What follows belongs to an exercise in optimizing a design on an open flow for small area and a short achievable clock period; a production flow would make more cautious choices. No run shown here included a check of the RTL's function; only the layout flow was run. Power figures rest on the tool's default switching activity, not on a simulated workload.

### flow/design.v
module multiplier_logic (
    input  wire        clk,
    input  wire        rst_n,
    input  wire [15:0] a,
    input  wire [15:0] b,
    output reg  [31:0] y
);
  reg r1_a0;
  reg r1_a1;
  reg r1_a2;
  reg r1_a3;
  reg r1_a4;
  reg r1_a5;
  reg r1_a6;
  reg r1_a7;
  reg r1_a8;
  reg r1_a9;
  reg r1_a10;
  reg r1_a11;
  reg r1_a12;
  reg r1_a13;
  reg r1_a14;
  reg r1_a15;
  reg r1_b15;
  reg r1_one1;
  reg r1_two2;
  reg r1_neg3;
  reg r1_one4;
  reg r1_two5;
  reg r1_neg6;
  reg r1_one7;
  reg r1_two8;
  reg r1_neg9;
  reg r1_one10;
  reg r1_two11;
  reg r1_neg12;
  reg r1_one13;
  reg r1_two14;
  reg r1_neg15;
  reg r1_one16;
  reg r1_two17;
  reg r1_neg18;
  reg r1_one19;
  reg r1_two20;
  reg r1_neg21;
  reg r1_one22;
  reg r1_two23;
  reg r1_neg24;
  reg r2_s351;
  reg r2_s353;
  reg r2_s355;
  reg r2_s289;
  reg r2_c356;
  reg r2_p63;
  reg r2_s195;
  reg r2_c290;
  reg r2_c196;
  reg r2_s197;
  reg r2_s199;
  reg r2_s291;
  reg r2_c292;
  reg r2_s293;
  reg r2_c294;
  reg r2_s295;
  reg r2_c206;
  reg r2_s207;
  reg r2_c296;
  reg r2_s297;
  reg r2_s211;
  reg r2_c298;
  reg r2_s299;
  reg r2_s215;
  reg r2_c300;
  reg r2_s301;
  reg r2_c302;
  reg r2_s303;
  reg r2_s305;
  reg r2_s221;
  reg r2_s223;
  reg r2_c304;
  reg r2_c306;
  reg r2_s307;
  reg r2_s227;
  reg r2_s229;
  reg r2_c308;
  reg r2_s309;
  reg r2_s233;
  reg r2_c310;
  reg r2_s311;
  reg r2_s313;
  reg r2_s237;
  reg r2_s239;
  reg r2_c312;
  reg r2_c314;
  reg r2_s315;
  reg r2_s245;
  reg r2_c316;
  reg r2_s317;
  reg r2_s319;
  reg r2_c318;
  reg r2_c320;
  reg r2_s321;
  reg r2_s323;
  reg r2_s255;
  reg r2_c322;
  reg r2_c324;
  reg r2_s325;
  reg r2_s327;
  reg r2_c326;
  reg r2_c328;
  reg r2_s329;
  reg r2_s331;
  reg r2_s261;
  reg r2_s263;
  reg r2_c330;
  reg r2_c332;
  reg r2_s333;
  reg r2_s265;
  reg r2_s267;
  reg r2_c334;
  reg r2_s335;
  reg r2_s271;
  reg r2_c336;
  reg r2_s337;
  reg r2_s275;
  reg r2_c338;
  reg r2_s339;
  reg r2_c276;
  reg r2_s277;
  reg r2_c340;
  reg r2_s341;
  reg r2_s279;
  reg r2_c342;
  reg r2_s343;
  reg r2_c344;
  reg r2_s345;
  reg r2_c346;
  reg r2_s347;
  reg r2_c284;
  reg r2_s285;
  reg r2_c348;
  reg r2_c286;
  reg r2_s287;
  reg r2_s349;
  reg r3_r2_s351;
  reg r3_r2_s353;
  reg r3_r2_s355;
  reg r3_r2_c356;
  reg r3_r2_s289;
  reg r3_r2_s195;
  reg r3_s413;
  reg r3_c414;
  reg r3_s415;
  reg r3_c416;
  reg r3_s417;
  reg r3_c418;
  reg r3_s419;
  reg r3_c420;
  reg r3_s421;
  reg r3_c422;
  reg r3_s423;
  reg r3_c424;
  reg r3_s425;
  reg r3_c426;
  reg r3_s427;
  reg r3_c428;
  reg r3_s429;
  reg r3_c430;
  reg r3_s431;
  reg r3_c432;
  reg r3_s433;
  reg r3_c434;
  reg r3_s435;
  reg r3_c436;
  reg r3_s437;
  reg r3_c438;
  reg r3_s439;
  reg r3_c440;
  reg r3_s441;
  reg r3_c442;
  reg r3_s443;
  reg r3_c444;
  reg r3_s445;
  reg r3_c446;
  reg r3_s447;
  reg r3_c448;
  reg r3_s449;
  reg r3_c450;
  reg r3_s451;
  reg r3_s453;
  reg r3_c452;
  reg r3_c454;
  reg r3_s455;
  reg r3_c456;
  reg r3_s457;
  reg r3_s459;
  reg r3_c458;
  reg r3_s461;
  reg r3_c460;
  reg r3_c462;
  reg r3_s463;
  reg r3_s465;
  reg r3_c464;
  reg r3_r2_s349;
  reg r3_c466;
  wire one1 = b[0] ^ 1'b0;
  wire two2 = (b[1] & ~b[0] & ~1'b0) | (~b[1] & b[0] & 1'b0);
  wire neg3 = b[1];
  wire one4 = b[2] ^ b[1];
  wire two5 = (b[3] & ~b[2] & ~b[1]) | (~b[3] & b[2] & b[1]);
  wire neg6 = b[3];
  wire one7 = b[4] ^ b[3];
  wire two8 = (b[5] & ~b[4] & ~b[3]) | (~b[5] & b[4] & b[3]);
  wire neg9 = b[5];
  wire one10 = b[6] ^ b[5];
  wire two11 = (b[7] & ~b[6] & ~b[5]) | (~b[7] & b[6] & b[5]);
  wire neg12 = b[7];
  wire one13 = b[8] ^ b[7];
  wire two14 = (b[9] & ~b[8] & ~b[7]) | (~b[9] & b[8] & b[7]);
  wire neg15 = b[9];
  wire one16 = b[10] ^ b[9];
  wire two17 = (b[11] & ~b[10] & ~b[9]) | (~b[11] & b[10] & b[9]);
  wire neg18 = b[11];
  wire one19 = b[12] ^ b[11];
  wire two20 = (b[13] & ~b[12] & ~b[11]) | (~b[13] & b[12] & b[11]);
  wire neg21 = b[13];
  wire one22 = b[14] ^ b[13];
  wire two23 = (b[15] & ~b[14] & ~b[13]) | (~b[15] & b[14] & b[13]);
  wire neg24 = b[15];
  wire p25 = ((r1_one1 & r1_a0) | (r1_two2 & 1'b0)) ^ r1_neg3;
  wire p26 = ((r1_one1 & r1_a1) | (r1_two2 & r1_a0)) ^ r1_neg3;
  wire p27 = ((r1_one1 & r1_a2) | (r1_two2 & r1_a1)) ^ r1_neg3;
  wire p28 = ((r1_one1 & r1_a3) | (r1_two2 & r1_a2)) ^ r1_neg3;
  wire p29 = ((r1_one1 & r1_a4) | (r1_two2 & r1_a3)) ^ r1_neg3;
  wire p30 = ((r1_one1 & r1_a5) | (r1_two2 & r1_a4)) ^ r1_neg3;
  wire p31 = ((r1_one1 & r1_a6) | (r1_two2 & r1_a5)) ^ r1_neg3;
  wire p32 = ((r1_one1 & r1_a7) | (r1_two2 & r1_a6)) ^ r1_neg3;
  wire p33 = ((r1_one1 & r1_a8) | (r1_two2 & r1_a7)) ^ r1_neg3;
  wire p34 = ((r1_one1 & r1_a9) | (r1_two2 & r1_a8)) ^ r1_neg3;
  wire p35 = ((r1_one1 & r1_a10) | (r1_two2 & r1_a9)) ^ r1_neg3;
  wire p36 = ((r1_one1 & r1_a11) | (r1_two2 & r1_a10)) ^ r1_neg3;
  wire p37 = ((r1_one1 & r1_a12) | (r1_two2 & r1_a11)) ^ r1_neg3;
  wire p38 = ((r1_one1 & r1_a13) | (r1_two2 & r1_a12)) ^ r1_neg3;
  wire p39 = ((r1_one1 & r1_a14) | (r1_two2 & r1_a13)) ^ r1_neg3;
  wire p40 = ((r1_one1 & r1_a15) | (r1_two2 & r1_a14)) ^ r1_neg3;
  wire p41 = ((r1_one1 & 1'b0) | (r1_two2 & r1_a15)) ^ r1_neg3;
  wire ns42 = ~r1_neg3;
  wire ng43 = r1_neg3;
  wire p44 = ((r1_one4 & r1_a0) | (r1_two5 & 1'b0)) ^ r1_neg6;
  wire p45 = ((r1_one4 & r1_a1) | (r1_two5 & r1_a0)) ^ r1_neg6;
  wire p46 = ((r1_one4 & r1_a2) | (r1_two5 & r1_a1)) ^ r1_neg6;
  wire p47 = ((r1_one4 & r1_a3) | (r1_two5 & r1_a2)) ^ r1_neg6;
  wire p48 = ((r1_one4 & r1_a4) | (r1_two5 & r1_a3)) ^ r1_neg6;
  wire p49 = ((r1_one4 & r1_a5) | (r1_two5 & r1_a4)) ^ r1_neg6;
  wire p50 = ((r1_one4 & r1_a6) | (r1_two5 & r1_a5)) ^ r1_neg6;
  wire p51 = ((r1_one4 & r1_a7) | (r1_two5 & r1_a6)) ^ r1_neg6;
  wire p52 = ((r1_one4 & r1_a8) | (r1_two5 & r1_a7)) ^ r1_neg6;
  wire p53 = ((r1_one4 & r1_a9) | (r1_two5 & r1_a8)) ^ r1_neg6;
  wire p54 = ((r1_one4 & r1_a10) | (r1_two5 & r1_a9)) ^ r1_neg6;
  wire p55 = ((r1_one4 & r1_a11) | (r1_two5 & r1_a10)) ^ r1_neg6;
  wire p56 = ((r1_one4 & r1_a12) | (r1_two5 & r1_a11)) ^ r1_neg6;
  wire p57 = ((r1_one4 & r1_a13) | (r1_two5 & r1_a12)) ^ r1_neg6;
  wire p58 = ((r1_one4 & r1_a14) | (r1_two5 & r1_a13)) ^ r1_neg6;
  wire p59 = ((r1_one4 & r1_a15) | (r1_two5 & r1_a14)) ^ r1_neg6;
  wire p60 = ((r1_one4 & 1'b0) | (r1_two5 & r1_a15)) ^ r1_neg6;
  wire ns61 = ~r1_neg6;
  wire ng62 = r1_neg6;
  wire p63 = ((r1_one7 & r1_a0) | (r1_two8 & 1'b0)) ^ r1_neg9;
  wire p64 = ((r1_one7 & r1_a1) | (r1_two8 & r1_a0)) ^ r1_neg9;
  wire p65 = ((r1_one7 & r1_a2) | (r1_two8 & r1_a1)) ^ r1_neg9;
  wire p66 = ((r1_one7 & r1_a3) | (r1_two8 & r1_a2)) ^ r1_neg9;
  wire p67 = ((r1_one7 & r1_a4) | (r1_two8 & r1_a3)) ^ r1_neg9;
  wire p68 = ((r1_one7 & r1_a5) | (r1_two8 & r1_a4)) ^ r1_neg9;
  wire p69 = ((r1_one7 & r1_a6) | (r1_two8 & r1_a5)) ^ r1_neg9;
  wire p70 = ((r1_one7 & r1_a7) | (r1_two8 & r1_a6)) ^ r1_neg9;
  wire p71 = ((r1_one7 & r1_a8) | (r1_two8 & r1_a7)) ^ r1_neg9;
  wire p72 = ((r1_one7 & r1_a9) | (r1_two8 & r1_a8)) ^ r1_neg9;
  wire p73 = ((r1_one7 & r1_a10) | (r1_two8 & r1_a9)) ^ r1_neg9;
  wire p74 = ((r1_one7 & r1_a11) | (r1_two8 & r1_a10)) ^ r1_neg9;
  wire p75 = ((r1_one7 & r1_a12) | (r1_two8 & r1_a11)) ^ r1_neg9;
  wire p76 = ((r1_one7 & r1_a13) | (r1_two8 & r1_a12)) ^ r1_neg9;
  wire p77 = ((r1_one7 & r1_a14) | (r1_two8 & r1_a13)) ^ r1_neg9;
  wire p78 = ((r1_one7 & r1_a15) | (r1_two8 & r1_a14)) ^ r1_neg9;
  wire p79 = ((r1_one7 & 1'b0) | (r1_two8 & r1_a15)) ^ r1_neg9;
  wire ns80 = ~r1_neg9;
  wire ng81 = r1_neg9;
  wire p82 = ((r1_one10 & r1_a0) | (r1_two11 & 1'b0)) ^ r1_neg12;
  wire p83 = ((r1_one10 & r1_a1) | (r1_two11 & r1_a0)) ^ r1_neg12;
  wire p84 = ((r1_one10 & r1_a2) | (r1_two11 & r1_a1)) ^ r1_neg12;
  wire p85 = ((r1_one10 & r1_a3) | (r1_two11 & r1_a2)) ^ r1_neg12;
  wire p86 = ((r1_one10 & r1_a4) | (r1_two11 & r1_a3)) ^ r1_neg12;
  wire p87 = ((r1_one10 & r1_a5) | (r1_two11 & r1_a4)) ^ r1_neg12;
  wire p88 = ((r1_one10 & r1_a6) | (r1_two11 & r1_a5)) ^ r1_neg12;
  wire p89 = ((r1_one10 & r1_a7) | (r1_two11 & r1_a6)) ^ r1_neg12;
  wire p90 = ((r1_one10 & r1_a8) | (r1_two11 & r1_a7)) ^ r1_neg12;
  wire p91 = ((r1_one10 & r1_a9) | (r1_two11 & r1_a8)) ^ r1_neg12;
  wire p92 = ((r1_one10 & r1_a10) | (r1_two11 & r1_a9)) ^ r1_neg12;
  wire p93 = ((r1_one10 & r1_a11) | (r1_two11 & r1_a10)) ^ r1_neg12;
  wire p94 = ((r1_one10 & r1_a12) | (r1_two11 & r1_a11)) ^ r1_neg12;
  wire p95 = ((r1_one10 & r1_a13) | (r1_two11 & r1_a12)) ^ r1_neg12;
  wire p96 = ((r1_one10 & r1_a14) | (r1_two11 & r1_a13)) ^ r1_neg12;
  wire p97 = ((r1_one10 & r1_a15) | (r1_two11 & r1_a14)) ^ r1_neg12;
  wire p98 = ((r1_one10 & 1'b0) | (r1_two11 & r1_a15)) ^ r1_neg12;
  wire ns99 = ~r1_neg12;
  wire ng100 = r1_neg12;
  wire p101 = ((r1_one13 & r1_a0) | (r1_two14 & 1'b0)) ^ r1_neg15;
  wire p102 = ((r1_one13 & r1_a1) | (r1_two14 & r1_a0)) ^ r1_neg15;
  wire p103 = ((r1_one13 & r1_a2) | (r1_two14 & r1_a1)) ^ r1_neg15;
  wire p104 = ((r1_one13 & r1_a3) | (r1_two14 & r1_a2)) ^ r1_neg15;
  wire p105 = ((r1_one13 & r1_a4) | (r1_two14 & r1_a3)) ^ r1_neg15;
  wire p106 = ((r1_one13 & r1_a5) | (r1_two14 & r1_a4)) ^ r1_neg15;
  wire p107 = ((r1_one13 & r1_a6) | (r1_two14 & r1_a5)) ^ r1_neg15;
  wire p108 = ((r1_one13 & r1_a7) | (r1_two14 & r1_a6)) ^ r1_neg15;
  wire p109 = ((r1_one13 & r1_a8) | (r1_two14 & r1_a7)) ^ r1_neg15;
  wire p110 = ((r1_one13 & r1_a9) | (r1_two14 & r1_a8)) ^ r1_neg15;
  wire p111 = ((r1_one13 & r1_a10) | (r1_two14 & r1_a9)) ^ r1_neg15;
  wire p112 = ((r1_one13 & r1_a11) | (r1_two14 & r1_a10)) ^ r1_neg15;
  wire p113 = ((r1_one13 & r1_a12) | (r1_two14 & r1_a11)) ^ r1_neg15;
  wire p114 = ((r1_one13 & r1_a13) | (r1_two14 & r1_a12)) ^ r1_neg15;
  wire p115 = ((r1_one13 & r1_a14) | (r1_two14 & r1_a13)) ^ r1_neg15;
  wire p116 = ((r1_one13 & r1_a15) | (r1_two14 & r1_a14)) ^ r1_neg15;
  wire p117 = ((r1_one13 & 1'b0) | (r1_two14 & r1_a15)) ^ r1_neg15;
  wire ns118 = ~r1_neg15;
  wire ng119 = r1_neg15;
  wire p120 = ((r1_one16 & r1_a0) | (r1_two17 & 1'b0)) ^ r1_neg18;
  wire p121 = ((r1_one16 & r1_a1) | (r1_two17 & r1_a0)) ^ r1_neg18;
  wire p122 = ((r1_one16 & r1_a2) | (r1_two17 & r1_a1)) ^ r1_neg18;
  wire p123 = ((r1_one16 & r1_a3) | (r1_two17 & r1_a2)) ^ r1_neg18;
  wire p124 = ((r1_one16 & r1_a4) | (r1_two17 & r1_a3)) ^ r1_neg18;
  wire p125 = ((r1_one16 & r1_a5) | (r1_two17 & r1_a4)) ^ r1_neg18;
  wire p126 = ((r1_one16 & r1_a6) | (r1_two17 & r1_a5)) ^ r1_neg18;
  wire p127 = ((r1_one16 & r1_a7) | (r1_two17 & r1_a6)) ^ r1_neg18;
  wire p128 = ((r1_one16 & r1_a8) | (r1_two17 & r1_a7)) ^ r1_neg18;
  wire p129 = ((r1_one16 & r1_a9) | (r1_two17 & r1_a8)) ^ r1_neg18;
  wire p130 = ((r1_one16 & r1_a10) | (r1_two17 & r1_a9)) ^ r1_neg18;
  wire p131 = ((r1_one16 & r1_a11) | (r1_two17 & r1_a10)) ^ r1_neg18;
  wire p132 = ((r1_one16 & r1_a12) | (r1_two17 & r1_a11)) ^ r1_neg18;
  wire p133 = ((r1_one16 & r1_a13) | (r1_two17 & r1_a12)) ^ r1_neg18;
  wire p134 = ((r1_one16 & r1_a14) | (r1_two17 & r1_a13)) ^ r1_neg18;
  wire p135 = ((r1_one16 & r1_a15) | (r1_two17 & r1_a14)) ^ r1_neg18;
  wire p136 = ((r1_one16 & 1'b0) | (r1_two17 & r1_a15)) ^ r1_neg18;
  wire ns137 = ~r1_neg18;
  wire ng138 = r1_neg18;
  wire p139 = ((r1_one19 & r1_a0) | (r1_two20 & 1'b0)) ^ r1_neg21;
  wire p140 = ((r1_one19 & r1_a1) | (r1_two20 & r1_a0)) ^ r1_neg21;
  wire p141 = ((r1_one19 & r1_a2) | (r1_two20 & r1_a1)) ^ r1_neg21;
  wire p142 = ((r1_one19 & r1_a3) | (r1_two20 & r1_a2)) ^ r1_neg21;
  wire p143 = ((r1_one19 & r1_a4) | (r1_two20 & r1_a3)) ^ r1_neg21;
  wire p144 = ((r1_one19 & r1_a5) | (r1_two20 & r1_a4)) ^ r1_neg21;
  wire p145 = ((r1_one19 & r1_a6) | (r1_two20 & r1_a5)) ^ r1_neg21;
  wire p146 = ((r1_one19 & r1_a7) | (r1_two20 & r1_a6)) ^ r1_neg21;
  wire p147 = ((r1_one19 & r1_a8) | (r1_two20 & r1_a7)) ^ r1_neg21;
  wire p148 = ((r1_one19 & r1_a9) | (r1_two20 & r1_a8)) ^ r1_neg21;
  wire p149 = ((r1_one19 & r1_a10) | (r1_two20 & r1_a9)) ^ r1_neg21;
  wire p150 = ((r1_one19 & r1_a11) | (r1_two20 & r1_a10)) ^ r1_neg21;
  wire p151 = ((r1_one19 & r1_a12) | (r1_two20 & r1_a11)) ^ r1_neg21;
  wire p152 = ((r1_one19 & r1_a13) | (r1_two20 & r1_a12)) ^ r1_neg21;
  wire p153 = ((r1_one19 & r1_a14) | (r1_two20 & r1_a13)) ^ r1_neg21;
  wire p154 = ((r1_one19 & r1_a15) | (r1_two20 & r1_a14)) ^ r1_neg21;
  wire p155 = ((r1_one19 & 1'b0) | (r1_two20 & r1_a15)) ^ r1_neg21;
  wire ns156 = ~r1_neg21;
  wire ng157 = r1_neg21;
  wire p158 = ((r1_one22 & r1_a0) | (r1_two23 & 1'b0)) ^ r1_neg24;
  wire p159 = ((r1_one22 & r1_a1) | (r1_two23 & r1_a0)) ^ r1_neg24;
  wire p160 = ((r1_one22 & r1_a2) | (r1_two23 & r1_a1)) ^ r1_neg24;
  wire p161 = ((r1_one22 & r1_a3) | (r1_two23 & r1_a2)) ^ r1_neg24;
  wire p162 = ((r1_one22 & r1_a4) | (r1_two23 & r1_a3)) ^ r1_neg24;
  wire p163 = ((r1_one22 & r1_a5) | (r1_two23 & r1_a4)) ^ r1_neg24;
  wire p164 = ((r1_one22 & r1_a6) | (r1_two23 & r1_a5)) ^ r1_neg24;
  wire p165 = ((r1_one22 & r1_a7) | (r1_two23 & r1_a6)) ^ r1_neg24;
  wire p166 = ((r1_one22 & r1_a8) | (r1_two23 & r1_a7)) ^ r1_neg24;
  wire p167 = ((r1_one22 & r1_a9) | (r1_two23 & r1_a8)) ^ r1_neg24;
  wire p168 = ((r1_one22 & r1_a10) | (r1_two23 & r1_a9)) ^ r1_neg24;
  wire p169 = ((r1_one22 & r1_a11) | (r1_two23 & r1_a10)) ^ r1_neg24;
  wire p170 = ((r1_one22 & r1_a12) | (r1_two23 & r1_a11)) ^ r1_neg24;
  wire p171 = ((r1_one22 & r1_a13) | (r1_two23 & r1_a12)) ^ r1_neg24;
  wire p172 = ((r1_one22 & r1_a14) | (r1_two23 & r1_a13)) ^ r1_neg24;
  wire p173 = ((r1_one22 & r1_a15) | (r1_two23 & r1_a14)) ^ r1_neg24;
  wire p174 = ((r1_one22 & 1'b0) | (r1_two23 & r1_a15)) ^ r1_neg24;
  wire ns175 = ~r1_neg24;
  wire ng176 = r1_neg24;
  wire p177 = r1_a0 & r1_b15;
  wire p178 = r1_a1 & r1_b15;
  wire p179 = r1_a2 & r1_b15;
  wire p180 = r1_a3 & r1_b15;
  wire p181 = r1_a4 & r1_b15;
  wire p182 = r1_a5 & r1_b15;
  wire p183 = r1_a6 & r1_b15;
  wire p184 = r1_a7 & r1_b15;
  wire p185 = r1_a8 & r1_b15;
  wire p186 = r1_a9 & r1_b15;
  wire p187 = r1_a10 & r1_b15;
  wire p188 = r1_a11 & r1_b15;
  wire p189 = r1_a12 & r1_b15;
  wire p190 = r1_a13 & r1_b15;
  wire p191 = r1_a14 & r1_b15;
  wire p192 = r1_a15 & r1_b15;
  wire s193, c194;
  mult_fa u_s193 (.x(ng62), .y(p27), .z(p44), .s(s193), .c(c194));
  wire s195, c196;
  mult_fa u_s195 (.x(ng81), .y(p29), .z(p46), .s(s195), .c(c196));
  wire s197, c198;
  mult_fa u_s197 (.x(p30), .y(p47), .z(p64), .s(s197), .c(c198));
  wire s199, c200;
  mult_fa u_s199 (.x(ng100), .y(p31), .z(p48), .s(s199), .c(c200));
  wire s201, c202;
  mult_fa u_s201 (.x(p32), .y(p49), .z(p66), .s(s201), .c(c202));
  wire s203, c204;
  mult_fa u_s203 (.x(ng119), .y(p101), .z(p33), .s(s203), .c(c204));
  wire s205, c206;
  mult_fa u_s205 (.x(p50), .y(p67), .z(p84), .s(s205), .c(c206));
  wire s207, c208;
  mult_fa u_s207 (.x(p102), .y(p34), .z(p51), .s(s207), .c(c208));
  wire s209, c210;
  mult_fa u_s209 (.x(ng138), .y(p103), .z(p120), .s(s209), .c(c210));
  wire s211, c212;
  mult_fa u_s211 (.x(p35), .y(p52), .z(p69), .s(s211), .c(c212));
  wire s213, c214;
  mult_fa u_s213 (.x(p104), .y(p121), .z(p36), .s(s213), .c(c214));
  wire s215, c216;
  mult_fa u_s215 (.x(p53), .y(p70), .z(p87), .s(s215), .c(c216));
  wire s217, c218;
  mult_fa u_s217 (.x(ng157), .y(p105), .z(p122), .s(s217), .c(c218));
  wire s219, c220;
  mult_fa u_s219 (.x(p139), .y(p37), .z(p54), .s(s219), .c(c220));
  wire s221, c222;
  mult_fa u_s221 (.x(p106), .y(p123), .z(p140), .s(s221), .c(c222));
  wire s223, c224;
  mult_fa u_s223 (.x(p38), .y(p55), .z(p72), .s(s223), .c(c224));
  wire s225, c226;
  mult_fa u_s225 (.x(ng176), .y(p107), .z(p124), .s(s225), .c(c226));
  wire s227, c228;
  mult_fa u_s227 (.x(p141), .y(p158), .z(p39), .s(s227), .c(c228));
  wire s229, c230;
  mult_fa u_s229 (.x(p56), .y(p73), .z(p90), .s(s229), .c(c230));
  wire s231, c232;
  mult_fa u_s231 (.x(p108), .y(p125), .z(p142), .s(s231), .c(c232));
  wire s233, c234;
  mult_fa u_s233 (.x(p159), .y(p40), .z(p57), .s(s233), .c(c234));
  wire s235, c236;
  mult_fa u_s235 (.x(p177), .y(p109), .z(p126), .s(s235), .c(c236));
  wire s237, c238;
  mult_fa u_s237 (.x(p143), .y(p160), .z(p41), .s(s237), .c(c238));
  wire s239, c240;
  mult_fa u_s239 (.x(p58), .y(p75), .z(p92), .s(s239), .c(c240));
  wire s241, c242;
  mult_fa u_s241 (.x(1'b1), .y(ns42), .z(p178), .s(s241), .c(c242));
  wire s243, c244;
  mult_fa u_s243 (.x(p110), .y(p127), .z(p144), .s(s243), .c(c244));
  wire s245, c246;
  mult_fa u_s245 (.x(p161), .y(p59), .z(p76), .s(s245), .c(c246));
  wire s247, c248;
  mult_fa u_s247 (.x(1'b1), .y(p179), .z(p111), .s(s247), .c(c248));
  wire s249, c250;
  mult_fa u_s249 (.x(p128), .y(p145), .z(p162), .s(s249), .c(c250));
  wire s251, c252;
  mult_fa u_s251 (.x(p60), .y(p77), .z(p94), .s(s251), .c(c252));
  wire s253, c254;
  mult_fa u_s253 (.x(ns61), .y(p180), .z(p112), .s(s253), .c(c254));
  wire s255, c256;
  mult_fa u_s255 (.x(p129), .y(p146), .z(p163), .s(s255), .c(c256));
  wire s257, c258;
  mult_fa u_s257 (.x(1'b1), .y(p181), .z(p113), .s(s257), .c(c258));
  wire s259, c260;
  mult_fa u_s259 (.x(p130), .y(p147), .z(p164), .s(s259), .c(c260));
  wire s261, c262;
  mult_fa u_s261 (.x(ns80), .y(p182), .z(p114), .s(s261), .c(c262));
  wire s263, c264;
  mult_fa u_s263 (.x(p131), .y(p148), .z(p165), .s(s263), .c(c264));
  wire s265, c266;
  mult_fa u_s265 (.x(1'b1), .y(p183), .z(p115), .s(s265), .c(c266));
  wire s267, c268;
  mult_fa u_s267 (.x(p132), .y(p149), .z(p166), .s(s267), .c(c268));
  wire s269, c270;
  mult_fa u_s269 (.x(ns99), .y(p184), .z(p116), .s(s269), .c(c270));
  wire s271, c272;
  mult_fa u_s271 (.x(p133), .y(p150), .z(p167), .s(s271), .c(c272));
  wire s273, c274;
  mult_fa u_s273 (.x(1'b1), .y(p185), .z(p117), .s(s273), .c(c274));
  wire s275, c276;
  mult_fa u_s275 (.x(p134), .y(p151), .z(p168), .s(s275), .c(c276));
  wire s277, c278;
  mult_fa u_s277 (.x(ns118), .y(p186), .z(p135), .s(s277), .c(c278));
  wire s279, c280;
  mult_fa u_s279 (.x(1'b1), .y(p187), .z(p136), .s(s279), .c(c280));
  wire s281, c282;
  mult_fa u_s281 (.x(ns137), .y(p188), .z(p154), .s(s281), .c(c282));
  wire s283, c284;
  mult_fa u_s283 (.x(1'b1), .y(p189), .z(p155), .s(s283), .c(c284));
  wire s285, c286;
  mult_fa u_s285 (.x(ns156), .y(p190), .z(p173), .s(s285), .c(c286));
  wire s287, c288;
  mult_fa u_s287 (.x(1'b1), .y(p191), .z(p174), .s(s287), .c(c288));
  wire s289, c290;
  mult_fa u_s289 (.x(p28), .y(p45), .z(c194), .s(s289), .c(c290));
  wire s291, c292;
  mult_fa u_s291 (.x(p65), .y(p82), .z(c198), .s(s291), .c(c292));
  wire s293, c294;
  mult_fa u_s293 (.x(p83), .y(c200), .z(s201), .s(s293), .c(c294));
  wire s295, c296;
  mult_fa u_s295 (.x(c202), .y(s203), .z(s205), .s(s295), .c(c296));
  wire s297, c298;
  mult_fa u_s297 (.x(p68), .y(p85), .z(c204), .s(s297), .c(c298));
  wire s299, c300;
  mult_fa u_s299 (.x(p86), .y(c208), .z(s209), .s(s299), .c(c300));
  wire s301, c302;
  mult_fa u_s301 (.x(c210), .y(c212), .z(s213), .s(s301), .c(c302));
  wire s303, c304;
  mult_fa u_s303 (.x(p71), .y(p88), .z(c214), .s(s303), .c(c304));
  wire s305, c306;
  mult_fa u_s305 (.x(c216), .y(s217), .z(s219), .s(s305), .c(c306));
  wire s307, c308;
  mult_fa u_s307 (.x(p89), .y(c218), .z(c220), .s(s307), .c(c308));
  wire s309, c310;
  mult_fa u_s309 (.x(c222), .y(c224), .z(s225), .s(s309), .c(c310));
  wire s311, c312;
  mult_fa u_s311 (.x(p74), .y(p91), .z(c226), .s(s311), .c(c312));
  wire s313, c314;
  mult_fa u_s313 (.x(c228), .y(c230), .z(s231), .s(s313), .c(c314));
  wire s315, c316;
  mult_fa u_s315 (.x(c232), .y(c234), .z(s235), .s(s315), .c(c316));
  wire s317, c318;
  mult_fa u_s317 (.x(p93), .y(s241), .z(c236), .s(s317), .c(c318));
  wire s319, c320;
  mult_fa u_s319 (.x(c238), .y(c240), .z(s243), .s(s319), .c(c320));
  wire s321, c322;
  mult_fa u_s321 (.x(c242), .y(c244), .z(c246), .s(s321), .c(c322));
  wire s323, c324;
  mult_fa u_s323 (.x(s247), .y(s249), .z(s251), .s(s323), .c(c324));
  wire s325, c326;
  mult_fa u_s325 (.x(p78), .y(p95), .z(c248), .s(s325), .c(c326));
  wire s327, c328;
  mult_fa u_s327 (.x(c250), .y(c252), .z(s253), .s(s327), .c(c328));
  wire s329, c330;
  mult_fa u_s329 (.x(p79), .y(p96), .z(c254), .s(s329), .c(c330));
  wire s331, c332;
  mult_fa u_s331 (.x(c256), .y(s257), .z(s259), .s(s331), .c(c332));
  wire s333, c334;
  mult_fa u_s333 (.x(p97), .y(c258), .z(c260), .s(s333), .c(c334));
  wire s335, c336;
  mult_fa u_s335 (.x(p98), .y(c262), .z(c264), .s(s335), .c(c336));
  wire s337, c338;
  mult_fa u_s337 (.x(c266), .y(c268), .z(s269), .s(s337), .c(c338));
  wire s339, c340;
  mult_fa u_s339 (.x(c270), .y(c272), .z(s273), .s(s339), .c(c340));
  wire s341, c342;
  mult_fa u_s341 (.x(p152), .y(p169), .z(c274), .s(s341), .c(c342));
  wire s343, c344;
  mult_fa u_s343 (.x(p153), .y(p170), .z(c278), .s(s343), .c(c344));
  wire s345, c346;
  mult_fa u_s345 (.x(p171), .y(c280), .z(s281), .s(s345), .c(c346));
  wire s347, c348;
  mult_fa u_s347 (.x(p172), .y(c282), .z(s283), .s(s347), .c(c348));
  wire s349, c350;
  mult_fa u_s349 (.x(ns175), .y(p192), .z(c288), .s(s349), .c(c350));
  wire s351 = ng43 ^ p25;
  wire c352 = ng43 & p25;
  wire s353 = p26 ^ c352;
  wire c354 = p26 & c352;
  wire s355 = c354 ^ s193;
  wire c356 = c354 & s193;
  wire s357 = r2_c304 ^ r2_c306;
  wire c358 = r2_c304 & r2_c306;
  wire s359 = r2_c308 ^ r2_s227;
  wire c360 = r2_c308 & r2_s227;
  wire s361 = r2_c310 ^ r2_s233;
  wire c362 = r2_c310 & r2_s233;
  wire s363, c364;
  mult_fa u_s363 (.x(r2_c312), .y(r2_c314), .z(r2_s237), .s(s363), .c(c364));
  wire s365 = r2_c316 ^ r2_s245;
  wire c366 = r2_c316 & r2_s245;
  wire s367 = r2_c318 ^ r2_c320;
  wire c368 = r2_c318 & r2_c320;
  wire s369, c370;
  mult_fa u_s369 (.x(r2_c322), .y(r2_c324), .z(r2_s255), .s(s369), .c(c370));
  wire s371 = r2_c326 ^ r2_c328;
  wire c372 = r2_c326 & r2_c328;
  wire s373, c374;
  mult_fa u_s373 (.x(r2_c330), .y(r2_c332), .z(r2_s261), .s(s373), .c(c374));
  wire s375 = r2_c334 ^ r2_s265;
  wire c376 = r2_c334 & r2_s265;
  wire s377 = r2_c206 ^ r2_c296;
  wire c378 = r2_c206 & r2_c296;
  wire s379 = r2_c298 ^ r2_s211;
  wire c380 = r2_c298 & r2_s211;
  wire s381 = r2_c300 ^ r2_s215;
  wire c382 = r2_c300 & r2_s215;
  wire s383 = r2_c302 ^ r2_s303;
  wire c384 = r2_c302 & r2_s303;
  wire s385, c386;
  mult_fa u_s385 (.x(r2_s221), .y(r2_s223), .z(r2_s307), .s(s385), .c(c386));
  wire s387, c388;
  mult_fa u_s387 (.x(r2_s229), .y(r2_s309), .z(c358), .s(s387), .c(c388));
  wire s389, c390;
  mult_fa u_s389 (.x(r2_s311), .y(r2_s313), .z(c360), .s(s389), .c(c390));
  wire s391, c392;
  mult_fa u_s391 (.x(r2_s239), .y(r2_s315), .z(c362), .s(s391), .c(c392));
  wire s393, c394;
  mult_fa u_s393 (.x(r2_s317), .y(r2_s319), .z(s365), .s(s393), .c(c394));
  wire s395, c396;
  mult_fa u_s395 (.x(r2_s321), .y(r2_s323), .z(c366), .s(s395), .c(c396));
  wire s397, c398;
  mult_fa u_s397 (.x(r2_s325), .y(r2_s327), .z(c368), .s(s397), .c(c398));
  wire s399, c400;
  mult_fa u_s399 (.x(r2_s329), .y(r2_s331), .z(s371), .s(s399), .c(c400));
  wire s401, c402;
  mult_fa u_s401 (.x(r2_s263), .y(r2_s333), .z(c372), .s(s401), .c(c402));
  wire s403, c404;
  mult_fa u_s403 (.x(r2_s267), .y(r2_s335), .z(s375), .s(s403), .c(c404));
  wire s405, c406;
  mult_fa u_s405 (.x(r2_c336), .y(r2_s271), .z(r2_s337), .s(s405), .c(c406));
  wire s407 = r2_c338 ^ r2_s275;
  wire c408 = r2_c338 & r2_s275;
  wire s409, c410;
  mult_fa u_s409 (.x(r2_c276), .y(r2_c340), .z(r2_s277), .s(s409), .c(c410));
  wire s411 = r2_c342 ^ r2_s279;
  wire c412 = r2_c342 & r2_s279;
  wire s413 = r2_c290 ^ r2_p63;
  wire c414 = r2_c290 & r2_p63;
  wire s415 = r2_c196 ^ r2_s197;
  wire c416 = r2_c196 & r2_s197;
  wire s417 = r2_s199 ^ r2_s291;
  wire c418 = r2_s199 & r2_s291;
  wire s419 = r2_c292 ^ r2_s293;
  wire c420 = r2_c292 & r2_s293;
  wire s421 = r2_c294 ^ r2_s295;
  wire c422 = r2_c294 & r2_s295;
  wire s423, c424;
  mult_fa u_s423 (.x(r2_s207), .y(r2_s297), .z(s377), .s(s423), .c(c424));
  wire s425, c426;
  mult_fa u_s425 (.x(r2_s299), .y(c378), .z(s379), .s(s425), .c(c426));
  wire s427, c428;
  mult_fa u_s427 (.x(r2_s301), .y(c380), .z(s381), .s(s427), .c(c428));
  wire s429, c430;
  mult_fa u_s429 (.x(r2_s305), .y(c382), .z(s383), .s(s429), .c(c430));
  wire s431, c432;
  mult_fa u_s431 (.x(c384), .y(s357), .z(s385), .s(s431), .c(c432));
  wire s433, c434;
  mult_fa u_s433 (.x(s359), .y(c386), .z(s387), .s(s433), .c(c434));
  wire s435, c436;
  mult_fa u_s435 (.x(s361), .y(c388), .z(s389), .s(s435), .c(c436));
  wire s437, c438;
  mult_fa u_s437 (.x(s363), .y(c390), .z(s391), .s(s437), .c(c438));
  wire s439, c440;
  mult_fa u_s439 (.x(c364), .y(c392), .z(s393), .s(s439), .c(c440));
  wire s441, c442;
  mult_fa u_s441 (.x(s367), .y(c394), .z(s395), .s(s441), .c(c442));
  wire s443, c444;
  mult_fa u_s443 (.x(s369), .y(c396), .z(s397), .s(s443), .c(c444));
  wire s445, c446;
  mult_fa u_s445 (.x(c370), .y(c398), .z(s399), .s(s445), .c(c446));
  wire s447, c448;
  mult_fa u_s447 (.x(s373), .y(c400), .z(s401), .s(s447), .c(c448));
  wire s449, c450;
  mult_fa u_s449 (.x(c374), .y(c402), .z(s403), .s(s449), .c(c450));
  wire s451, c452;
  mult_fa u_s451 (.x(c376), .y(s405), .z(c404), .s(s451), .c(c452));
  wire s453, c454;
  mult_fa u_s453 (.x(r2_s339), .y(s407), .z(c406), .s(s453), .c(c454));
  wire s455, c456;
  mult_fa u_s455 (.x(r2_s341), .y(c408), .z(s409), .s(s455), .c(c456));
  wire s457, c458;
  mult_fa u_s457 (.x(r2_s343), .y(s411), .z(c410), .s(s457), .c(c458));
  wire s459, c460;
  mult_fa u_s459 (.x(r2_c344), .y(r2_s345), .z(c412), .s(s459), .c(c460));
  wire s461 = r2_c346 ^ r2_s347;
  wire c462 = r2_c346 & r2_s347;
  wire s463, c464;
  mult_fa u_s463 (.x(r2_c284), .y(r2_c348), .z(r2_s285), .s(s463), .c(c464));
  wire s465 = r2_c286 ^ r2_s287;
  wire c466 = r2_c286 & r2_s287;
  wire [31:0] ra = {r3_c466, r3_c464, r3_c462, r3_c460, r3_c458, r3_c456, r3_c454, r3_c452, r3_c450, r3_c448, r3_c446, r3_c444, r3_c442, r3_c440, r3_c438, r3_c436, r3_c434, r3_c432, r3_c430, r3_c428, r3_c426, r3_c424, r3_c422, r3_c420, r3_c418, r3_c416, r3_c414, r3_r2_s195, r3_r2_c356, r3_r2_s355, r3_r2_s353, r3_r2_s351};
  wire [31:0] rb = {r3_r2_s349, r3_s465, r3_s463, r3_s461, r3_s459, r3_s457, r3_s455, r3_s453, r3_s451, r3_s449, r3_s447, r3_s445, r3_s443, r3_s441, r3_s439, r3_s437, r3_s435, r3_s433, r3_s431, r3_s429, r3_s427, r3_s425, r3_s423, r3_s421, r3_s419, r3_s417, r3_s415, r3_s413, r3_r2_s289, 1'b0, 1'b0, 1'b0};
  wire [16:0] plo = ra[15:0] + rb[15:0];
  reg [16:0] r4_plo;
  reg [15:0] r4_ha, r4_hb;
  always @(posedge clk) begin r4_plo <= plo; r4_ha <= ra[31:16]; r4_hb <= rb[31:16]; end
  wire [16:0] phs = {r4_ha, r4_plo[16]} + {r4_hb, r4_plo[16]};
  wire [15:0] phi = phs[16:1];
  wire [31:0] prod = {phi, r4_plo[15:0]};
  always @(posedge clk) begin
    r1_a0 <= a[0];
    r1_a1 <= a[1];
    r1_a2 <= a[2];
    r1_a3 <= a[3];
    r1_a4 <= a[4];
    r1_a5 <= a[5];
    r1_a6 <= a[6];
    r1_a7 <= a[7];
    r1_a8 <= a[8];
    r1_a9 <= a[9];
    r1_a10 <= a[10];
    r1_a11 <= a[11];
    r1_a12 <= a[12];
    r1_a13 <= a[13];
    r1_a14 <= a[14];
    r1_a15 <= a[15];
    r1_b15 <= b[15];
    r1_one1 <= one1;
    r1_two2 <= two2;
    r1_neg3 <= neg3;
    r1_one4 <= one4;
    r1_two5 <= two5;
    r1_neg6 <= neg6;
    r1_one7 <= one7;
    r1_two8 <= two8;
    r1_neg9 <= neg9;
    r1_one10 <= one10;
    r1_two11 <= two11;
    r1_neg12 <= neg12;
    r1_one13 <= one13;
    r1_two14 <= two14;
    r1_neg15 <= neg15;
    r1_one16 <= one16;
    r1_two17 <= two17;
    r1_neg18 <= neg18;
    r1_one19 <= one19;
    r1_two20 <= two20;
    r1_neg21 <= neg21;
    r1_one22 <= one22;
    r1_two23 <= two23;
    r1_neg24 <= neg24;
    r2_s351 <= s351;
    r2_s353 <= s353;
    r2_s355 <= s355;
    r2_s289 <= s289;
    r2_c356 <= c356;
    r2_p63 <= p63;
    r2_s195 <= s195;
    r2_c290 <= c290;
    r2_c196 <= c196;
    r2_s197 <= s197;
    r2_s199 <= s199;
    r2_s291 <= s291;
    r2_c292 <= c292;
    r2_s293 <= s293;
    r2_c294 <= c294;
    r2_s295 <= s295;
    r2_c206 <= c206;
    r2_s207 <= s207;
    r2_c296 <= c296;
    r2_s297 <= s297;
    r2_s211 <= s211;
    r2_c298 <= c298;
    r2_s299 <= s299;
    r2_s215 <= s215;
    r2_c300 <= c300;
    r2_s301 <= s301;
    r2_c302 <= c302;
    r2_s303 <= s303;
    r2_s305 <= s305;
    r2_s221 <= s221;
    r2_s223 <= s223;
    r2_c304 <= c304;
    r2_c306 <= c306;
    r2_s307 <= s307;
    r2_s227 <= s227;
    r2_s229 <= s229;
    r2_c308 <= c308;
    r2_s309 <= s309;
    r2_s233 <= s233;
    r2_c310 <= c310;
    r2_s311 <= s311;
    r2_s313 <= s313;
    r2_s237 <= s237;
    r2_s239 <= s239;
    r2_c312 <= c312;
    r2_c314 <= c314;
    r2_s315 <= s315;
    r2_s245 <= s245;
    r2_c316 <= c316;
    r2_s317 <= s317;
    r2_s319 <= s319;
    r2_c318 <= c318;
    r2_c320 <= c320;
    r2_s321 <= s321;
    r2_s323 <= s323;
    r2_s255 <= s255;
    r2_c322 <= c322;
    r2_c324 <= c324;
    r2_s325 <= s325;
    r2_s327 <= s327;
    r2_c326 <= c326;
    r2_c328 <= c328;
    r2_s329 <= s329;
    r2_s331 <= s331;
    r2_s261 <= s261;
    r2_s263 <= s263;
    r2_c330 <= c330;
    r2_c332 <= c332;
    r2_s333 <= s333;
    r2_s265 <= s265;
    r2_s267 <= s267;
    r2_c334 <= c334;
    r2_s335 <= s335;
    r2_s271 <= s271;
    r2_c336 <= c336;
    r2_s337 <= s337;
    r2_s275 <= s275;
    r2_c338 <= c338;
    r2_s339 <= s339;
    r2_c276 <= c276;
    r2_s277 <= s277;
    r2_c340 <= c340;
    r2_s341 <= s341;
    r2_s279 <= s279;
    r2_c342 <= c342;
    r2_s343 <= s343;
    r2_c344 <= c344;
    r2_s345 <= s345;
    r2_c346 <= c346;
    r2_s347 <= s347;
    r2_c284 <= c284;
    r2_s285 <= s285;
    r2_c348 <= c348;
    r2_c286 <= c286;
    r2_s287 <= s287;
    r2_s349 <= s349;
    r3_r2_s351 <= r2_s351;
    r3_r2_s353 <= r2_s353;
    r3_r2_s355 <= r2_s355;
    r3_r2_c356 <= r2_c356;
    r3_r2_s289 <= r2_s289;
    r3_r2_s195 <= r2_s195;
    r3_s413 <= s413;
    r3_c414 <= c414;
    r3_s415 <= s415;
    r3_c416 <= c416;
    r3_s417 <= s417;
    r3_c418 <= c418;
    r3_s419 <= s419;
    r3_c420 <= c420;
    r3_s421 <= s421;
    r3_c422 <= c422;
    r3_s423 <= s423;
    r3_c424 <= c424;
    r3_s425 <= s425;
    r3_c426 <= c426;
    r3_s427 <= s427;
    r3_c428 <= c428;
    r3_s429 <= s429;
    r3_c430 <= c430;
    r3_s431 <= s431;
    r3_c432 <= c432;
    r3_s433 <= s433;
    r3_c434 <= c434;
    r3_s435 <= s435;
    r3_c436 <= c436;
    r3_s437 <= s437;
    r3_c438 <= c438;
    r3_s439 <= s439;
    r3_c440 <= c440;
    r3_s441 <= s441;
    r3_c442 <= c442;
    r3_s443 <= s443;
    r3_c444 <= c444;
    r3_s445 <= s445;
    r3_c446 <= c446;
    r3_s447 <= s447;
    r3_c448 <= c448;
    r3_s449 <= s449;
    r3_c450 <= c450;
    r3_s451 <= s451;
    r3_s453 <= s453;
    r3_c452 <= c452;
    r3_c454 <= c454;
    r3_s455 <= s455;
    r3_c456 <= c456;
    r3_s457 <= s457;
    r3_s459 <= s459;
    r3_c458 <= c458;
    r3_s461 <= s461;
    r3_c460 <= c460;
    r3_c462 <= c462;
    r3_s463 <= s463;
    r3_s465 <= s465;
    r3_c464 <= c464;
    r3_r2_s349 <= r2_s349;
    r3_c466 <= c466;
  end
  reg [3:0] v;
  always @(posedge clk) begin
    if (!rst_n) begin
      v <= 4'd0;
      y <= 32'd0;
    end else begin
      v <= {v[2:0], 1'b1};
      y <= v[3] ? prod : 32'd0;
    end
  end
endmodule
module mult_fa (input wire x, input wire y, input wire z, output wire s, output wire c);
  assign s = x ^ y ^ z;
  assign c = (x & y) | (x & z) | (y & z);
endmodule
### flow/config.mk
export PLATFORM = sky130hd
export DESIGN_NAME = multiplier_logic
export DESIGN_NICKNAME = multiplier_logic
export VERILOG_FILES = /design/flow/design.v
export SDC_FILE = /design/flow/constraint.sdc
export NUM_CORES = 4
export LEC_CHECK = 0
export CAP_MARGIN = 20
export CORE_MARGIN = 2
export CORE_UTILIZATION = 40
export CTS_CLUSTER_DIAMETER = 60
export CTS_CLUSTER_SIZE = 50
export SETUP_SLACK_MARGIN = 2.55
export SLEW_MARGIN = 20
export SYNTH_HIERARCHICAL = 1
export SYNTH_MINIMUM_KEEP_SIZE = 0
### flow/constraint.sdc
create_clock -name core_clock -period 4.5 [get_ports {clk}]
set_input_delay 0.9000 -clock core_clock [delete_from_list [all_inputs] [get_ports {clk}]]
set_output_delay 0.9000 -clock core_clock [all_outputs]
set_load 0.01 [all_outputs]
### flow/run.sh
#!/bin/bash
# synth_recipe.tcl (not shown) runs the flow's synth.tcl, then flattens the netlist and writes it again
# the make line also repeats each setting of config.mk as NAME=value (left out here)
make -C /OpenROAD-flow-scripts/flow DESIGN_CONFIG=/design/flow/config.mk WORK_HOME=/design/flow/orfs CLKGATE_MAP_FILE= SYNTH_SCRIPT=/design/flow/synth_recipe.tcl finish
==> key figures, run 1 <==
Run status
  • Status: timing/DRC/antenna clean

CTS
  • H-tree Lvls: 1
  • Reg clk slew, reported paths: approximately 90 ps
  • CTS root buf: clkbuf_16
  • Longest Clk Path Bufs: 3
  • CTS tree: built
  • Hold buffer count at CTS: 0
  • CTS buffer count: 23
  • Insertion delay to the later sink of the worst-skew pair: about 550 ps
  • CTS Sinks: between 200 and 300

Yosys
  • Adder-Cell Fraction of Synth Area: 0.233
  • Post-synthesis register bit count: about 280
  • Synthesized-area fraction occupied by xor and xnor cells: 0.111
  • Ys async rst share: 0
  • Syn avg cell area: approximately 12 um2
  • Sequential area share after synthesis: 0.446
  • Top cell type by total area after synthesis: dfxtp_1
  • Post-Synth Simple-Gate Area: 0.0542
  • Synth top area cells: dfxtp_1 (45%), fa_1 (18%), xnor2_1 (10%), a22oi_1 (7.2%), ha_1 (4.9%)
  • Share of Yosys cell area claimed by the top area cell type: 0.446
  • Yosys warns: 7
  • Mapped cell area: approximately 13,000 um2
  • Post-synthesis mux area share: 0.00158
  • Largest family of logic cells by synthesized area: adder cells
  • Netlist cell types: between 40 and 50
  • Post-Syn Instances: between 1,000 and 1,500
  • Top FF cell, synth: dfxtp_1
  • EDFF count, synth: 0
  • Complex-gate fraction of the synthesized area: 0.122

Setup path
  • Crit-path max cell delay: about 580 ps
  • Data arrival, critical path: roughly 2400 ps
  • Crit-path max FO: 5
  • CP cell instances: buf_12 > a22oi_1 > xnor2_1 > fa_1 > fa_1
  • Slowest CP cell: fa_1
  • CP Class: register to register
  • Worst setup SP type: register
  • Critical Path RT: a little under 5000 ps
  • Crit path top cell by count: fa_1
  • Element type at the critical path end: register

Die
  • Die height: around 180 um
  • Chip width: between 150 and 200 um
  • Core area: roughly 31,000 um2
  • Die area: between 30,000 and 40,000 um2
  • IO Pins: 66
  • Initial Util: 0.403
  • Row count: 65

STA
  • Sum Neg Setup Slack: 0 ps
  • Setup-failing EPs final: 0
  • Final Hold Fails: 0
  • RSZ-0062 raised after global routing: true
  • Period Utilization, post-route: 0.445
  • Max-slew violations: 0
  • F_max: about 500 MHz
  • Slew margin rel.: 0.655
  • Fin Hold WS: 325 ps
  • Worst-case clock skew: 18.3 ps
  • Worst Tran Pin Value: approximately 520 ps
  • Fin crit period: roughly 2000 ps

Drt
  • Routed WL: around 29 mm
  • Vias: just over 8,000
  • Routed WL per cell: ~18 um
  • Vias per cell: just over 5
  • 1st-pass router iterations: 5
  • DRC: 0
  • Starting DRC count in detailed routing: around 530
  • Post-route antenna net violation count: 0

Final layout
  • # nets final: around 1,400
  • # fillers: around 2,800
  • Layout cell share with drive strength beyond 1: 0.234
  • Commonest non-fill, non-tap cell in the layout: dfxtp_1
  • Synth-to-layout area growth: 23.0%
  • Most frequent cells in the layout: dfxtp_1 (234), xnor2_1 (138), fa_1 (106), a22oi_1 (81), buf_4 (51)

Global routing
  • Total grt overflow: 0
  • Largest net degree at the start of global routing: 30
  • Gr usage total: 0.171
  • Initial antenna violation count: 1
  • First-pass GRT wire length: approximately 45 mm
  • Vias in the first global route: 8,196

Power
  • Worst VDD drop: around 0.00034 V
  • Lkg Pwr: between 0.006 and 0.007 uW
  • PwrDens: roughly 630 nW/um2

Placed design
  • Placer Congestion: about 0.81
  • Input/output buffers: 65
  • Post-DP HPWL: roughly 18 mm

Hold path
  • Hold Path Class: register to register

Run
  • Max-cap violation count: 0
cells by family after synthesis:
logic type / count (synthesis)
AOI/OAI and AO/OA: 219
xor gates and xnor gates: 161
adders and majority gates: 166
buffers and inverters: 106
DFF: 282
muxes: 2
other: 1
and+or+nand+nor: 131
modules after synthesis (local to each module, per instance):
module	copies in the design	cell area [um2]
mult_fa	114	20.0
multiplier_logic	1	10400
cell usage after synthesis, drive strengths merged (2+ instances only):
cell,n
a211o,2
a211oi,7
a21o,10
a21oi,25
a22oi,121
a31o,2
a31oi,5
a41oi,3
and2,24
and3,21
buf,10
clkbuf,79
dfxtp,282
fa,116
ha,50
inv,17
mux2i,2
nand2,36
nand2b,8
nand3,3
nand3b,7
nand4,2
nor2,20
nor2b,2
nor3,2
o211ai,3
o21a,2
o21ai,25
o21bai,4
o31ai,3
or3,3
xnor2,145
xor2,16
layer usage:
metal | GRT usage | part of all wire | routed length [um] | vias to the layer above
met2 | 0.265 | 0.44 | 12700 | 301
met5 | 0 | 0 | 0 | -
li1 | - | - | - | 3778
met1 | 0.244 | 0.46 | 13500 | 3921
met3 | 0.0349 | 0.075 | 2190 | 59
met4 | 0.0513 | 0.024 | 706 | 0
critical path, delay by kind of cell (launching register included):
kind,cells,cell delay (ps)
flops,1,380
xor+xnor,1,120
fa+ha+maj,2,1010
buf+inv,1,140
compound gates,1,220
what timing repair did:
action	CTS	global route
gates cloned	0	0
buffers inserted	25	46
setup endpoints to repair	124	47
pin swaps	1	29
resized for setup	232	66
final cells by class:
class | instances | area (um2) | share of cell area
multi-input combinational | 687 | 7000 | 0.449
sequential | 282 | 5810 | 0.373
timing repair buffer | 141 | 1290 | 0.0827
clock buffer | 23 | 576 | 0.0370
tap | 402 | 503 | 0.0323
clock inverter | 19 | 337 | 0.0216
inverter | 17 | 63.8 | 0.00410
antenna | 1 | 2.50 | 0.000161
state kept, by name, summed over array words and instances (netlist names), 4 cells and up:
name / flops
r4_hb: 16
y: 32
v: 4
r4_ha: 16
r4_plo: 17
metrics by stage:
step	cell area [um2]	cells	total power, uW	utilization	worst slack (ps)
after floorplan	13000	1075	6410	-	2510
after global placement	13600	1458	7300	0.433	1830
after detailed placement	13600	1458	7400	0.433	1860
after CTS	14800	1525	9750	0.473	2480
after global routing	15600	1571	10700	0.496	2420
final	15600	1572	9870	0.496	2500
final timing paths:
kind,startpoint,endpoint,slack [ps],cells after the start
setup / recovery,r1_one16$_DFF_P_,r2_s301$_DFF_P_,2500,5
hold / removal,r2_s353$_DFF_P_,r3_r2_s353$_DFF_P_,320,0
setup reg to reg,r1_one16$_DFF_P_,r2_s301$_DFF_P_,2500,5
hold reg to reg,r2_s353$_DFF_P_,r3_r2_s353$_DFF_P_,320,0
report_power, final:
| group | internal (uW) | switching [uW] |
|---|---|---|
| combinational | 1770 | 2010 |
| sequential | 3400 | 445 |
| clock | 1080 | 1170 |
| total | 6250 | 3630 |
==> run 2: changes to the inputs <==
--- a/flow/design.v
+++ b/flow/design.v
@@ -672,11 +672,7 @@
   wire [31:0] ra = {r3_c466, r3_c464, r3_c462, r3_c460, r3_c458, r3_c456, r3_c454, r3_c452, r3_c450, r3_c448, r3_c446, r3_c444, r3_c442, r3_c440, r3_c438, r3_c436, r3_c434, r3_c432, r3_c430, r3_c428, r3_c426, r3_c424, r3_c422, r3_c420, r3_c418, r3_c416, r3_c414, r3_r2_s195, r3_r2_c356, r3_r2_s355, r3_r2_s353, r3_r2_s351};
   wire [31:0] rb = {r3_r2_s349, r3_s465, r3_s463, r3_s461, r3_s459, r3_s457, r3_s455, r3_s453, r3_s451, r3_s449, r3_s447, r3_s445, r3_s443, r3_s441, r3_s439, r3_s437, r3_s435, r3_s433, r3_s431, r3_s429, r3_s427, r3_s425, r3_s423, r3_s421, r3_s419, r3_s417, r3_s415, r3_s413, r3_r2_s289, 1'b0, 1'b0, 1'b0};
-  wire [16:0] plo = ra[15:0] + rb[15:0];
-  reg [16:0] r4_plo;
-  reg [15:0] r4_ha, r4_hb;
-  always @(posedge clk) begin r4_plo <= plo; r4_ha <= ra[31:16]; r4_hb <= rb[31:16]; end
-  wire [16:0] phs = {r4_ha, r4_plo[16]} + {r4_hb, r4_plo[16]};
-  wire [15:0] phi = phs[16:1];
-  wire [31:0] prod = {phi, r4_plo[15:0]};
+  wire [31:0] prod = ra + rb;
+  reg [31:0] q4;
+  always @(posedge clk) q4 <= prod;
   always @(posedge clk) begin
     r1_a0 <= a[0];
@@ -886,5 +882,5 @@
     end else begin
       v <= {v[2:0], 1'b1};
-      y <= v[3] ? prod : 32'd0;
+      y <= v[3] ? q4 : 32'd0;
     end
   end
--- a/flow/config.mk
+++ b/flow/config.mk
@@ -11,5 +11,5 @@
 export CTS_CLUSTER_DIAMETER = 60
 export CTS_CLUSTER_SIZE = 50
-export SETUP_SLACK_MARGIN = 2.55
+export SETUP_SLACK_MARGIN = 2.5
 export SLEW_MARGIN = 20
 export SYNTH_HIERARCHICAL = 1
==> key figures, run 2 <==
Run status
  • Status: timing/DRC/antenna clean (unchanged)

STA
  • Setup-failing EPs final: 0 (unchanged)
  • Sum Neg Setup Slack: 0 ps (unchanged)
  • Period Utilization, post-route: 0.493 (was 0.445)
  • F_max: 451 MHz (was 499 MHz)
  • Worst setup margin: 2280 ps (was 2500 ps)
  • Fin crit period: 2220 ps (was 2000 ps)
  • Max-slew violations: 0 (unchanged)
  • RSZ-0062 raised after global routing: true (unchanged)
  • Slew margin rel.: 0.400 (was 0.655)
  • Worst Tran Pin Value: 899 ps (was 517 ps)
  • Final Hold Fails: 0 (unchanged)
  • Worst-case clock skew: 19.0 ps (was 18.3 ps)

Die
  • Die area: 32,100 um2 (was 33,100 um2)
  • Core area: 30,400 um2 (was 31,400 um2)
  • Initial Util: 0.403 (about the same)
  • IO Pins: 66 (unchanged)
  • Row count: 64 (was 65)
  • Die height: 179 um (was 182 um)
  • Chip width: 179 um (was 182 um)

Yosys
  • Post-synthesis register bit count: 265 (was 282)
  • Top FF cell, synth: dfxtp_1 (unchanged)
  • Syn avg cell area: 11.7 um2 (was 11.9 um2)
  • Share of Yosys cell area claimed by the top area cell type: 0.432 (was 0.446)
  • EDFF count, synth: 0 (unchanged)
  • Mapped cell area: 12,300 um2 (was 12,700 um2)
  • Post-Syn Instances: 1,045 (was 1,068)
  • Synth top area cells: dfxtp_1 (43%), fa_1 (19%), xnor2_1 (10%), a22oi_1 (7.4%), ha_1 (5.1%) (was dfxtp_1 (45%), fa_1 (18%), xnor2_1 (10%), a22oi_1 (7.2%), ha_1 (4.9%))
  • Most frequent cells after synthesis: dfxtp_1 (265), xnor2_1 (147), a22oi_1 (121) (was dfxtp_1 (282), xnor2_1 (145), a22oi_1 (121))
  • Most common cell in the netlist: dfxtp_1 (unchanged)
  • Ys async rst share: 0 (unchanged)
  • Yosys warns: 7 (unchanged)
  • Top cell type by total area after synthesis: dfxtp_1 (unchanged)
  • Sequential area share after synthesis: 0.432 (was 0.446)
  • Netlist cell types: 43 (was 49)

Hold path
  • Hold Path Class: register to register (unchanged)

Drt
  • Routed WL per cell: 18.7 um (was 18.5 um)
  • Vias: 8,008 (was 8,059)
  • Post-route antenna net violation count: 0 (unchanged)
  • DRC: 0 (unchanged)
  • Routed WL: 29.1 mm (was 29.0 mm)
  • 1st-pass router iterations: 7 (was 5)
  • Starting DRC count in detailed routing: 700 (was 531)
  • Vias per cell: 5.15 (was 5.13)

CTS
  • Insertion delay to the later sink of the worst-skew pair: 530 ps (was 550 ps)
  • Longest Clk Path Bufs: 3 (unchanged)
  • Hold buffer count at CTS: 0 (unchanged)
  • Reg clk slew, reported paths: 90 ps (about the same)
  • CTS buffer count: 21 (was 23)
  • CTS root buf: clkbuf_16 (unchanged)
  • CTS Sinks: 265 (was 282)
  • H-tree Lvls: 1 (unchanged)
  • CTS tree: built (unchanged)

Final layout
  • Biggest regs: q4 x32, y x32, v x4 (was y x32, r4_plo x17)
  • Layout cell share with drive strength beyond 1: 0.249 (was 0.234)
  • Finished Layout Cells: 1,554 (was 1,572)
  • # nets final: 1,343 (was 1,352)
  • # fillers: 2,648 (was 2,835)
  • N_diodes: 0 (was 1)
  • Synth-to-layout area growth: 24.1% (was 23.0%)
  • Most frequent cells in the layout: dfxtp_1 (219), xnor2_1 (140), fa_1 (107), a22oi_1 (92), buf_4 (78) (was dfxtp_1 (234), xnor2_1 (138), fa_1 (106), a22oi_1 (81), buf_4 (51))
  • Design Area, Final: 15,200 um2 (was 15,600 um2)
  • Commonest non-fill, non-tap cell in the layout: dfxtp_1 (unchanged)

Placed design
  • Post-DP HPWL: 18.2 mm (was 18.3 mm)
  • Placer Congestion: 0.841 (was 0.811)
  • Dpl ws: 2040 ps (was 1860 ps)
  • Input/output buffers: 65 (unchanged)
  • Post-DP Area: 13,200 um2 (was 13,600 um2)
  • Placed cells: 1,426 (was 1,458)

Setup path
  • Data arrival, critical path: 2640 ps (was 2410 ps)
  • Critical Path RT: 4920 ps (was 4910 ps)
  • Crit-path max FO: 3 (was 5)
  • Worst setup SP type: register (unchanged)
  • Element type at the critical path end: register (unchanged)
  • CP Class: register to register (unchanged)

Global routing
  • Largest net degree at the start of global routing: 37 (was 30)
  • Total grt overflow: 0 (unchanged)
  • Vias in the first global route: 7,863 (was 8,196)
  • First-pass GRT wire length: 43.5 mm (was 44.9 mm)
  • Gr usage total: 0.173 (was 0.171)
  • Initial antenna violation count: 0 (was 1)

Power
  • Total power: 9910 uW (was 9870 uW)
  • PwrDens: 651 nW/um2 (was 634 nW/um2)
  • Lkg Pwr: 0.00616 uW (was 0.00623 uW)
  • Worst VDD drop: 0.000236 V (was 0.000341 V)

Run
  • Max-cap violation count: 0 (unchanged)
run 2: cell types whose count changed in the layout (fill, tap and decap cells not counted), moves of 7 or more:
cell and delta:
buf_4 +27, a22oi_1 +11, a22oi_2 -11, and3_1 +13, clkbuf_2 +23, nor2_1 -7
buf_2 -26, dfxtp_1 -15
run 2: layout make-up:
type / instances / area [um2] / share of cell area
inverters: 11 / 41.3 / 0.00271
clock buffers: 22 / 529 / 0.0347
multi-input cells: 682 / 7070 / 0.464
well taps: 396 / 495 / 0.0325
flip-flops and latches: 265 / 5460 / 0.358
repair buffers: 163 / 1400 / 0.0916
clock inverters: 15 / 249 / 0.0163
run 2: cells by family after synthesis:
logic type / synth area share
XOR/XNOR: 0.121
flip-flops: 0.432
AO/OA/AOI/OAI: 0.118
other: 0.000305
buffers and inverters: 0.0322
adder cells (fa/ha/maj): 0.238
AND/OR/NAND/NOR: 0.0580
run 2: report_power, final:
part	internal [uW]	switching [uW]	total (uW)
Clock	1010	1010	2030
Sequential	3210	422	3630
Combinational	2040	2210	4260
run 2: repair_timing:
action                     4_1_cts  5_1_grt
gates resized for setup        167      106
setup endpoints to repair      109       73
pin swaps                        9       32
setup buffers                   10       81
run 2: through the flow:
step	hold slack [ps]	util
after floorplan	310	-
after global placement	314	0.435
after detailed placement	312	0.435
after CTS	320	0.471
after global routing	319	0.501
final	315	0.501
run 2: metal layers:
layer / up-vias / track usage / wire length (um)
li1: 3720 / - / -
met3: 94 / 0.0333 / 2160
met5: - / 0 / 0
met2: 346 / 0.270 / 12800
met4: 0 / 0.0491 / 957
met1: 3848 / 0.244 / 13200
run 2: Yosys stat by module, one instance, submodules excluded:
module            flops+latches  cells  area [um2]
mult_fa                       0      1        20.0
multiplier_logic            265    931        9990
run 2: final timing paths:
kind	startpoint	end	slack, ps	cells after the start
setup / recovery	r3_s413$_DFF_P_	q4[28]$_DFF_P_	2280	8
hold / removal	r2_s195$_DFF_P_	r3_r2_s195$_DFF_P_	310	0
setup reg to reg	r3_s413$_DFF_P_	q4[28]$_DFF_P_	2280	8
hold reg to reg	r2_s195$_DFF_P_	r3_r2_s195$_DFF_P_	310	0
run 2: critical path, stage by stage (launching register included):
cell and delay [ps]:
dfxtp_4 370, ha_4 250, a211oi_4 230, o21bai_2 120, a211o_1 320, a41o_4 260
a2111oi_4 300, nor2_1 110, xor2_1 150

port drivers added, routing unchanged:
The results above use ideal ports. As a check the final layouts listed here were re-extracted and re-timed, cells and wires unchanged.
Step 1 (the two cells are an assumption about what drives the block):
set clk [get_ports {clk}]
set_driving_cell -lib_cell sky130_fd_sc_hd__clkbuf_16 $clk
set_driving_cell -lib_cell sky130_fd_sc_hd__buf_2 [delete_from_list [all_inputs] $clk]
Step 2 moves the port delays by t, midway between the first and last clock arrival at a register: inputs arrive t later, outputs are due t later. That takes back most of the time a late clock gives input paths.
Slacks: ideal / step 1 / step 2; pairs: ideal / step 1.
run | t (ns) | setup WS [ns] | hold slack, ns | worst setup path after step 2 | slew at the worst register clock pin (ns)
run 1 | 0.584 | 2.496 / 2.496 / 2.489 | 0.325 / 0.325 / 0.325 | input to register | 0.10 / 0.10
run 2 | 0.573 | 2.283 / 2.283 / 2.283 | 0.315 / 0.315 / 0.315 | register to register | 0.09 / 0.09
After both steps setup and hold are still met in every run listed. For run 1, which loses most, drivers alone change the setup slack by 0.000 ns; drivers and shift together by -0.007 ns.
